Background: an optimization exercise with open tools, aiming at small area. Do not read the settings as production practice. The RTL was checked by simulation tests, not by an equivalence proof against the original design. No activity file was given, so power comes from the tool's default toggle rates.

## top
module top(CLK, RST, SCK, MOSI, MISO, SSEL,PIN_14,PIN_15,PIN_16,PIN_17,PIN_18,LED,PIN_13,PIN_12,PIN_20,PIN_10,PIN_8,PIN_9,PIN_7);
clock: 10.0 ns
lec_check: 0
cap_margin: 20
core_margin: 2
core_utilization: 40
slew_margin: 20
standard.sh (not shown) runs the stock make flow with config.mk's settings and CLKGATE_MAP_FILE= SYNTH_SCRIPT=/design/flow/synth_recipe.tcl, a recipe that flattens the netlist after the stock synthesis.
==> flow/flow/run.sh <==
#!/bin/bash
# Layout flow: the standard synthesis, then an area-oriented re-mapping of the
# combinational logic only (every register instance is kept as synthesis made it),
# then the standard layout steps on the re-mapped netlist.
set -euo pipefail
WORK=$(pwd)
R=$WORK/orfs/results/${FLOW_PLATFORM}/top/base
LIB=$FLOW_HOME/platforms/${FLOW_PLATFORM}/lib/sky130_fd_sc_hd__tt_025C_1v80.lib
YOSYS=$FLOW_HOME/../tools/install/yosys/bin/yosys
[[ -x $YOSYS ]] || YOSYS=yosys

# 1. standard synthesis
bash standard.sh synth > $WORK/flow_1_synth.log 2>&1

# 2. re-map the combinational logic for area: a few ABC runs with different
#    seeds, keeping the smallest result
cp $R/1_2_yosys.v $WORK/1_2_yosys.std.v
SEEDS="1 2 3 4"
for s in $SEEDS; do
  sed "s/@SEED@/$s/" $WORK/flow/area.abc > $WORK/area_$s.abc
  LIB=$LIB IN=$WORK/1_2_yosys.std.v OUT=$WORK/remap_$s.v ABCSCRIPT=$WORK/area_$s.abc \
    $YOSYS -c $WORK/flow/remap.tcl > $WORK/flow_2_remap_$s.log 2>&1 &
done
wait
best=""
bestarea=""
for s in $SEEDS; do
  if LIB=$LIB OUT=$WORK/remap_$s.v $YOSYS -c $WORK/flow/check.tcl > $WORK/flow_2_check_$s.log 2>&1; then
    a=$(awk '/Chip area/ {print $NF}' $WORK/remap_$s.v.stat)
    echo "seed $s area $a" >> $WORK/flow_2_remap_pick.log
    if [[ -z $best ]] || awk -v a=$a -v b=$bestarea 'BEGIN{exit !(a<b)}'; then best=$s; bestarea=$a; fi
  fi
done
echo "picked seed $best area $bestarea" >> $WORK/flow_2_remap_pick.log
[[ -n $best ]]
cp $WORK/remap_$best.v $R/1_2_yosys.v
rm -f $R/1_synth.odb $R/1_synth.sdc

# 3. standard layout from the re-mapped netlist, with a lighter clock tree and
#    small port buffers
CTS="-sink_clustering_enable -repair_clock_nets -dont_use_dummy_load -buf_list sky130_fd_sc_hd__clkbuf_8"
bash standard.sh finish "CTS_ARGS=$CTS" "BUFFER_PORTS_ARGS=-buffer_cell sky130_fd_sc_hd__buf_1" > $WORK/flow_3_layout.log 2>&1
==> flow/flow/area.abc <==
strash
&get -n
&deepsyn -T 60 -S @SEED@
&put
dch -f
amap
topo
==> flow/flow/check.tcl <==
# Sanity check of the re-mapped netlist, read back with the cells as black boxes.
yosys read_liberty -lib $::env(LIB)
yosys read_verilog $::env(OUT)
yosys hierarchy -check -top top
yosys check -assert -mapped
==> flow/flow/remap.tcl <==
# Re-map the combinational logic of a mapped netlist; registers stay as they are.
yosys read_liberty -ignore_miss_func $::env(LIB)
yosys read_verilog $::env(IN)
yosys hierarchy -top top
# sequential cells stay black boxes, so their instances and names are untouched
yosys blackbox sky130_fd_sc_hd__df* sky130_fd_sc_hd__edf* sky130_fd_sc_hd__sdf* sky130_fd_sc_hd__sedf* sky130_fd_sc_hd__dlx* sky130_fd_sc_hd__dlr* sky130_fd_sc_hd__dlclkp* sky130_fd_sc_hd__sdlclkp* sky130_fd_sc_hd__lpflow_inputisolatch*
yosys flatten
yosys opt_clean
yosys tee -o $::env(OUT).before.stat stat -liberty $::env(LIB)
yosys abc -liberty $::env(LIB) -dont_use sky130_fd_sc_hd__lpflow_* -dont_use sky130_fd_sc_hd__probe* -script $::env(ABCSCRIPT)
yosys opt_clean -purge
yosys hilomap -singleton -hicell sky130_fd_sc_hd__conb_1 HI -locell sky130_fd_sc_hd__conb_1 LO
yosys splitnets
yosys opt_clean -purge
yosys insbuf -buf sky130_fd_sc_hd__buf_4 A X
yosys tee -o $::env(OUT).stat stat -liberty $::env(LIB)
yosys write_verilog -noattr -nohex -nodec $::env(OUT)
The first run finished clean.
Then changed:
==> flow/flow/run.sh (replaced) <==
#!/bin/bash
# Layout flow: the standard synthesis, then an area-oriented re-mapping of the
# combinational logic only (every register instance is kept as synthesis made it),
# then the standard layout steps on the re-mapped netlist.
set -euo pipefail
WORK=$(pwd)
R=$WORK/orfs/results/${FLOW_PLATFORM}/top/base
LIB=$FLOW_HOME/platforms/${FLOW_PLATFORM}/lib/sky130_fd_sc_hd__tt_025C_1v80.lib
YOSYS=$FLOW_HOME/../tools/install/yosys/bin/yosys
[[ -x $YOSYS ]] || YOSYS=yosys

# 1. standard synthesis
bash standard.sh synth > $WORK/flow_1_synth.log 2>&1

# 2. re-map the combinational logic for area
cp $R/1_2_yosys.v $WORK/1_2_yosys.std.v
LIB=$LIB IN=$WORK/1_2_yosys.std.v OUT=$WORK/1_2_yosys.remap.v \
  ABCSCRIPT=$WORK/flow/area.abc \
  $YOSYS -c $WORK/flow/remap.tcl > $WORK/flow_2_remap.log 2>&1
LIB=$LIB OUT=$WORK/1_2_yosys.remap.v $YOSYS -c $WORK/flow/check.tcl > $WORK/flow_2_check.log 2>&1
cp $WORK/1_2_yosys.remap.v $R/1_2_yosys.v
rm -f $R/1_synth.odb $R/1_synth.sdc

# 3. standard layout from the re-mapped netlist
CTS="-sink_clustering_enable -repair_clock_nets -dont_use_dummy_load -buf_list sky130_fd_sc_hd__clkbuf_8"
bash standard.sh finish "CTS_ARGS=$CTS" > $WORK/flow_3_layout.log 2>&1
==> flow/flow/area.abc (replaced) <==
strash
&get -n
&deepsyn -T 60
&put
dch -f
amap
topo
Die area goes up by 1.3%.
Synthesized cell count goes up by 3.1%.
Final area goes up by 2.7%.
Via count goes up by 0.40%.
Count of clock-buffer cells in the layout stays the same.
Wire length goes down by 2.2%.
Utilization goes up by 0.99 points.
First-iteration DRC count goes up by 20%.
Total power goes up by 0.35%.

-- separate check: timing with driven ports --
In the flow no input, the clock included, has a driving cell. The finished layouts below were timed again as built, in two steps. Step 1 (the two cells are an assumption about what drives the block):
set clk [get_ports {CLK}]
set_driving_cell -lib_cell sky130_fd_sc_hd__clkbuf_16 $clk
set_driving_cell -lib_cell sky130_fd_sc_hd__buf_2 [delete_from_list [all_inputs] $clk]
Step 2 times the ports against the registers' clock, not the clock port: input delays grow and output delays shrink by t, the midpoint of the rising clock arrivals with the driver on. Three values: no drivers, after step 1, after step 2; two values: the first two.
run | shift t [ns] | slack for setup (ns) | worst setup path at the end | worst data-port slew with drivers (ns)
the first run | 0.375 | 5.882 / 5.850 / 6.103 | input to register | 0.04
the second run | 0.386 | 5.469 / 5.438 / 5.344 | input to register | 0.03
After both steps every run listed still meets setup and hold. For the second run, which loses most, drivers alone change the setup slack by -0.031 ns; drivers and shift together by -0.125 ns.
